Background: an optimization exercise with open tools, aiming at small area, a short achievable clock period and few clock cycles. Do not read the settings as production practice.
Only simulation tests tie the RTL to the original design; equivalence was not proved.
Power figures rest on the tool's default switching activity, not on a simulated workload.

==> inputs of harbor <==
Design dma_client_axis_sink, start of the top module:
module dma_client_axis_sink #
(
    parameter RAM_ADDR_WIDTH = 16,
    parameter SEG_COUNT = 2,
    parameter SEG_DATA_WIDTH = 64,
    parameter SEG_BE_WIDTH = SEG_DATA_WIDTH/8,
    parameter SEG_ADDR_WIDTH = RAM_ADDR_WIDTH-$clog2(SEG_COUNT*SEG_BE_WIDTH),
    parameter AXIS_DATA_WIDTH = SEG_DATA_WIDTH*SEG_COUNT/2,
    parameter AXIS_KEEP_ENABLE = (AXIS_DATA_WIDTH>8),
    parameter AXIS_KEEP_WIDTH = (AXIS_DATA_WIDTH/8),
    parameter AXIS_LAST_ENABLE = 1,
    parameter AXIS_ID_ENABLE = 0,
    parameter AXIS_ID_WIDTH = 8,
    parameter AXIS_DEST_ENABLE = 0,
    parameter AXIS_DEST_WIDTH = 8,
    parameter AXIS_USER_ENABLE = 1,
    parameter AXIS_USER_WIDTH = 1,
    parameter LEN_WIDTH = 16,
    parameter TAG_WIDTH = 8
)
(
    input  wire                                 clk,
    input  wire                                 rst,
    input  wire [RAM_ADDR_WIDTH-1:0]            s_axis_write_desc_ram_addr,
    input  wire [LEN_WIDTH-1:0]                 s_axis_write_desc_len,
    input  wire [TAG_WIDTH-1:0]                 s_axis_write_desc_tag,
    input  wire                                 s_axis_write_desc_valid,
    output wire                                 s_axis_write_desc_ready,
    output wire [LEN_WIDTH-1:0]                 m_axis_write_desc_status_len,
    output wire [TAG_WIDTH-1:0]                 m_axis_write_desc_status_tag,
    output wire [AXIS_ID_WIDTH-1:0]             m_axis_write_desc_status_id,
    output wire [AXIS_DEST_WIDTH-1:0]           m_axis_write_desc_status_dest,
    output wire [AXIS_USER_WIDTH-1:0]           m_axis_write_desc_status_user,
    output wire [3:0]                           m_axis_write_desc_status_error,
    output wire                                 m_axis_write_desc_status_valid,
    input  wire [AXIS_DATA_WIDTH-1:0]           s_axis_write_data_tdata,
    input  wire [AXIS_KEEP_WIDTH-1:0]           s_axis_write_data_tkeep,
    input  wire                                 s_axis_write_data_tvalid,
    output wire                                 s_axis_write_data_tready,
    input  wire                                 s_axis_write_data_tlast,
    input  wire [AXIS_ID_WIDTH-1:0]             s_axis_write_data_tid,
    input  wire [AXIS_DEST_WIDTH-1:0]           s_axis_write_data_tdest,
    input  wire [AXIS_USER_WIDTH-1:0]           s_axis_write_data_tuser,
    output wire [SEG_COUNT*SEG_BE_WIDTH-1:0]    ram_wr_cmd_be,
    output wire [SEG_COUNT*SEG_ADDR_WIDTH-1:0]  ram_wr_cmd_addr,
    output wire [SEG_COUNT*SEG_DATA_WIDTH-1:0]  ram_wr_cmd_data,
    output wire [SEG_COUNT-1:0]                 ram_wr_cmd_valid,
    input  wire [SEG_COUNT-1:0]                 ram_wr_cmd_ready,
    input  wire [SEG_COUNT-1:0]                 ram_wr_done,
    input  wire                                 enable,
    input  wire                                 abort
);
export LEC_CHECK = 0
export CAP_MARGIN = 20
export CORE_MARGIN = 2
export CORE_UTILIZATION = 40
export CTS_CLUSTER_DIAMETER = 100
export CTS_CLUSTER_SIZE = 30
export SETUP_SLACK_MARGIN = 3.7
export SLEW_MARGIN = 20
create_clock -name core_clock -period 6.0 [get_ports {clk}]
standard.sh (not shown) runs the stock make flow with config.mk's settings and CLKGATE_MAP_FILE= SYNTH_SCRIPT=/design/flow/synth_recipe.tcl, a recipe that flattens the netlist after the stock synthesis.
==> flow/flow/run.sh <==
#!/bin/bash
set -euo pipefail
bash standard.sh "BUFFER_PORTS_ARGS=-buffer_cell sky130_fd_sc_hd__buf_1" finish > flow_make.log 2>&1
==> inputs of zinc, as changes to harbor <==
--- a/flow/design.v
+++ b/flow/design.v
@@ -57,12 +57,11 @@
 reg        active_reg;     
 reg        drop_reg;       
 reg        pend_reg;       
 reg [12:0] addr_reg;       
 reg [12:0] cnt_reg;        
-reg [12:0] nb_reg;         
-reg [2:0]  lb_reg;         
+reg [15:0] len_reg;        
 reg [7:0]  tag_reg;
 reg        lastf_reg;      
 reg s_axis_write_desc_ready_reg;
 reg s_axis_write_data_tready_reg;
 reg [1:0]  ld_reg;         
@@ -90,48 +89,29 @@
 assign m_axis_write_desc_status_valid = sval_reg;
 assign ram_wr_cmd_be = {wbe1_reg, wbe0_reg};
 assign ram_wr_cmd_addr = {wrow1_reg, wrow0_reg};
 assign ram_wr_cmd_data = {wdata1_reg, wdata0_reg};
 assign ram_wr_cmd_valid = wvalid_reg;
-wire fire = s_axis_write_data_tvalid && (ld_reg[0] || ld_reg[1]);
+wire fire = s_axis_write_data_tvalid && s_axis_write_data_tready_reg && active_reg;
 wire dfire = s_axis_write_data_tvalid && s_axis_write_data_tready_reg && drop_reg;
 wire seg = addr_reg[0];
-reg [7:0] lmask;
+wire [7:0] lmask = lastf_reg ? (8'hff >> (3'd0 - len_reg[2:0])) : 8'hff;
+wire [7:0] be = s_axis_write_data_tkeep & lmask;
+reg [3:0] fz;
 integer j;
 always @* begin
-    for (j = 0; j < 8; j = j + 1) begin
-        lmask[j] = !lastf_reg || lb_reg == 3'd0 || j < lb_reg;
+    fz = 4'd8;
+    for (j = 7; j >= 0; j = j - 1) begin
+        if (!be[j]) fz = j;
     end
 end
-wire [7:0] be = s_axis_write_data_tkeep & lmask;
-wire [3:0] fz;
-assign fz[3] = be[7];
-assign fz[2] = be[3] & !be[7];
-assign fz[1] = (be[1] & !be[3]) | (be[5] & !be[7]);
-assign fz[0] = (be[0] & !be[1]) | (be[2] & !be[3]) | (be[4] & !be[5]) | (be[6] & !be[7]);
-function [12:0] inc13;
-    input [12:0] x;
-    integer b;
-    begin
-        for (b = 0; b < 13; b = b + 1) begin
-            inc13[b] = x[b] ^ ((x & ((13'd1 << b) - 1)) == ((13'd1 << b) - 1));
-        end
-    end
-endfunction
-function [12:0] dec13;
-    input [12:0] x;
-    integer b;
-    begin
-        for (b = 0; b < 13; b = b + 1) begin
-            dec13[b] = x[b] ^ ((x & ((13'd1 << b) - 1)) == 13'd0);
-        end
-    end
-endfunction
 wire end_beat = fire && (lastf_reg || s_axis_write_data_tlast);
-wire [12:0] cnt_inc = inc13(cnt_reg);
-wire [15:0] wlen = fz[3] ? {cnt_inc, 3'd0} : {cnt_reg, fz[2:0]};
-wire lastf_next = (lb_reg == 3'd0) ? (nb_reg == 13'd2) : (nb_reg == 13'd1);
+wire [12:0] cnt_inc = cnt_reg + 1'b1;
+wire [15:0] wlen = !s_axis_write_data_tlast ? len_reg :
+                   fz[3] ? {cnt_inc, 3'd0} : {cnt_reg, fz[2:0]};
+wire [13:0] nbeats = len_reg[15:3] + (len_reg[2:0] != 3'd0);
+wire lastf_next = ({1'b0, cnt_reg} + 14'd2) == nbeats;
 reg active_n, drop_n, pend_n, hbusy_n, sval_n, seg_n;
 reg [1:0] wvalid_n;
 reg [OW-1:0] out0_n, out1_n;
 wire move = pend_reg && (!hbusy_reg || sval_reg);
 wire rem0_done = rem0_reg == 0 || (rem0_reg == 1 && ram_wr_done[0]);
@@ -164,11 +144,11 @@
     wvalid_n[0] = (fire && !seg) || (wvalid_reg[0] && !ram_wr_cmd_ready[0]);
     wvalid_n[1] = (fire && seg) || (wvalid_reg[1] && !ram_wr_cmd_ready[1]);
     out0_n = out0_reg + (fire && !seg) - ram_wr_done[0];
     out1_n = out1_reg + (fire && seg) - ram_wr_done[1];
 end
-wire out_ok = seg_n ? (out1_reg < {OW{1'b1}} - 1) : (out0_reg < {OW{1'b1}} - 1);
+wire out_ok = seg_n ? (out1_n != {OW{1'b1}}) : (out0_n != {OW{1'b1}});
 wire tready_n = drop_n || (active_n && !wvalid_n[seg_n] && out_ok);
 always @(posedge clk) begin
     active_reg <= active_n;
     drop_reg <= drop_n;
     pend_reg <= pend_n;
@@ -181,32 +161,30 @@
     ld_reg[0] <= tready_n && active_n && !seg_n;
     ld_reg[1] <= tready_n && active_n && seg_n;
     s_axis_write_desc_ready_reg <= enable && !active_n && !drop_n && (!pend_n || !hbusy_n || sval_n);
     if (s_axis_write_desc_ready_reg) begin
         addr_reg <= s_axis_write_desc_ram_addr[15:3];
-        nb_reg <= s_axis_write_desc_len[15:3];
-        lb_reg <= s_axis_write_desc_len[2:0];
+        len_reg <= s_axis_write_desc_len;
         tag_reg <= s_axis_write_desc_tag;
         cnt_reg <= 13'd0;
         lastf_reg <= s_axis_write_desc_len[15:4] == 0 && (!s_axis_write_desc_len[3] || s_axis_write_desc_len[2:0] == 0);
     end else if (fire) begin
         if (end_beat) begin
-            {nb_reg, lb_reg} <= wlen;
+            len_reg <= wlen;
             {addr_reg, cnt_reg[3:0]} <= {s_axis_write_data_tuser, s_axis_write_data_tdest, s_axis_write_data_tid};
         end else begin
-            addr_reg <= inc13(addr_reg);
+            addr_reg <= addr_reg + 1'b1;
             cnt_reg <= cnt_inc;
-            nb_reg <= dec13(nb_reg);
             lastf_reg <= lastf_next;
         end
     end
     if (move) begin
-        hlen_reg <= {nb_reg, lb_reg};
+        hlen_reg <= len_reg;
         htag_reg <= tag_reg;
         {huser_reg, hdest_reg, hid_reg} <= {addr_reg, cnt_reg[3:0]};
-        rem0_reg <= out0_reg - ram_wr_done[0];
-        rem1_reg <= out1_reg - ram_wr_done[1];
+        rem0_reg <= out0_n;
+        rem1_reg <= out1_n;
     end else begin
         if (ram_wr_done[0] && rem0_reg != 0) rem0_reg <= rem0_reg - 1'b1;
         if (ram_wr_done[1] && rem1_reg != 0) rem1_reg <= rem1_reg - 1'b1;
     end
     if (ld_reg[0]) begin
==> flow/run.sh (new file) <==
#!/bin/bash
# synth_recipe.tcl (not shown) runs the flow's synth.tcl, then flattens the netlist and writes it again
# the make line also repeats each setting of config.mk as NAME=value (left out here)
make -C /OpenROAD-flow-scripts/flow DESIGN_CONFIG=/design/flow/config.mk WORK_HOME=/design/flow/orfs CLKGATE_MAP_FILE= SYNTH_SCRIPT=/design/flow/synth_recipe.tcl finish
--- a/flow/config.mk
+++ b/flow/config.mk
@@ -6,9 +6,6 @@
 export NUM_CORES = 8
 export LEC_CHECK = 0
 export CAP_MARGIN = 20
 export CORE_MARGIN = 2
 export CORE_UTILIZATION = 40
-export CTS_CLUSTER_DIAMETER = 100
-export CTS_CLUSTER_SIZE = 30
-export SETUP_SLACK_MARGIN = 3.7
 export SLEW_MARGIN = 20
removed: flow/flow/run.sh
removed: flow/standard.sh
==> summary.md <==
| Metric | Value |
|---|---|
| Reg power frac | between 60% and 70% |
| Number of global-route vias before repair | roughly 6.8k |
| CP Capture Type | output port |
| Placed Area | between 10,000 and 15,000 um2 |
| Sequential Area | roughly 8300 um2 |
| R2R cell count | 9 |
| Internal power | approximately 3.0 mW |
| ClkCell Share | ~3.4% |
| Outcome | timing/DRC/antenna clean |
Source of the figures above: harbor

==> summary.md <==
| Metric | Value |
|---|---|
| Outcome | timing/DRC/antenna clean |
| Placed Area | around 15,000 um2 |
| Number of global-route vias before repair | 7,036 |
| Internal power | 3.69 mW |
| CP Capture Type | register |
| Reg power frac | between 40% and 50% |
| ClkCell Share | roughly 6.7% |
Source of the figures above: zinc

Testbench counts of harbor, summed over its fixed seeds: cycles 94,264.
Testbench counts of zinc, summed over its fixed seeds: cycles 94,264.

## separate check: timing with driven ports
The results above use ideal ports. As a check the final layouts listed here were re-extracted and re-timed, cells and wires unchanged.
Step 1: set_driving_cell puts a clkbuf_16 on clk and a buf_2 on each other input, an assumption about the parent block.
Step 2, shift: input delay + t, output delay - t, t = (earliest + latest rising clock arrival at the registers) / 2. This alone moves slack from input paths to output paths.
Three values: no drivers, after step 1, after step 2; two values: the first two.
run	t (ns)	setup WS [ns]	worst setup path at the end	latest minus earliest clock arrival (ns)	worst slew at a driven data input, ns
harbor	0.542	3.738 / 3.689 / 3.237	input to register	0.027 / 0.028	0.08
zinc	0.591	2.496 / 2.516 / 1.925	input to register	0.025 / 0.026	0.10
After both steps setup and hold are still met in every run listed. For zinc, which loses most, drivers alone change the setup slack by +0.020 ns; drivers and shift together by -0.571 ns.
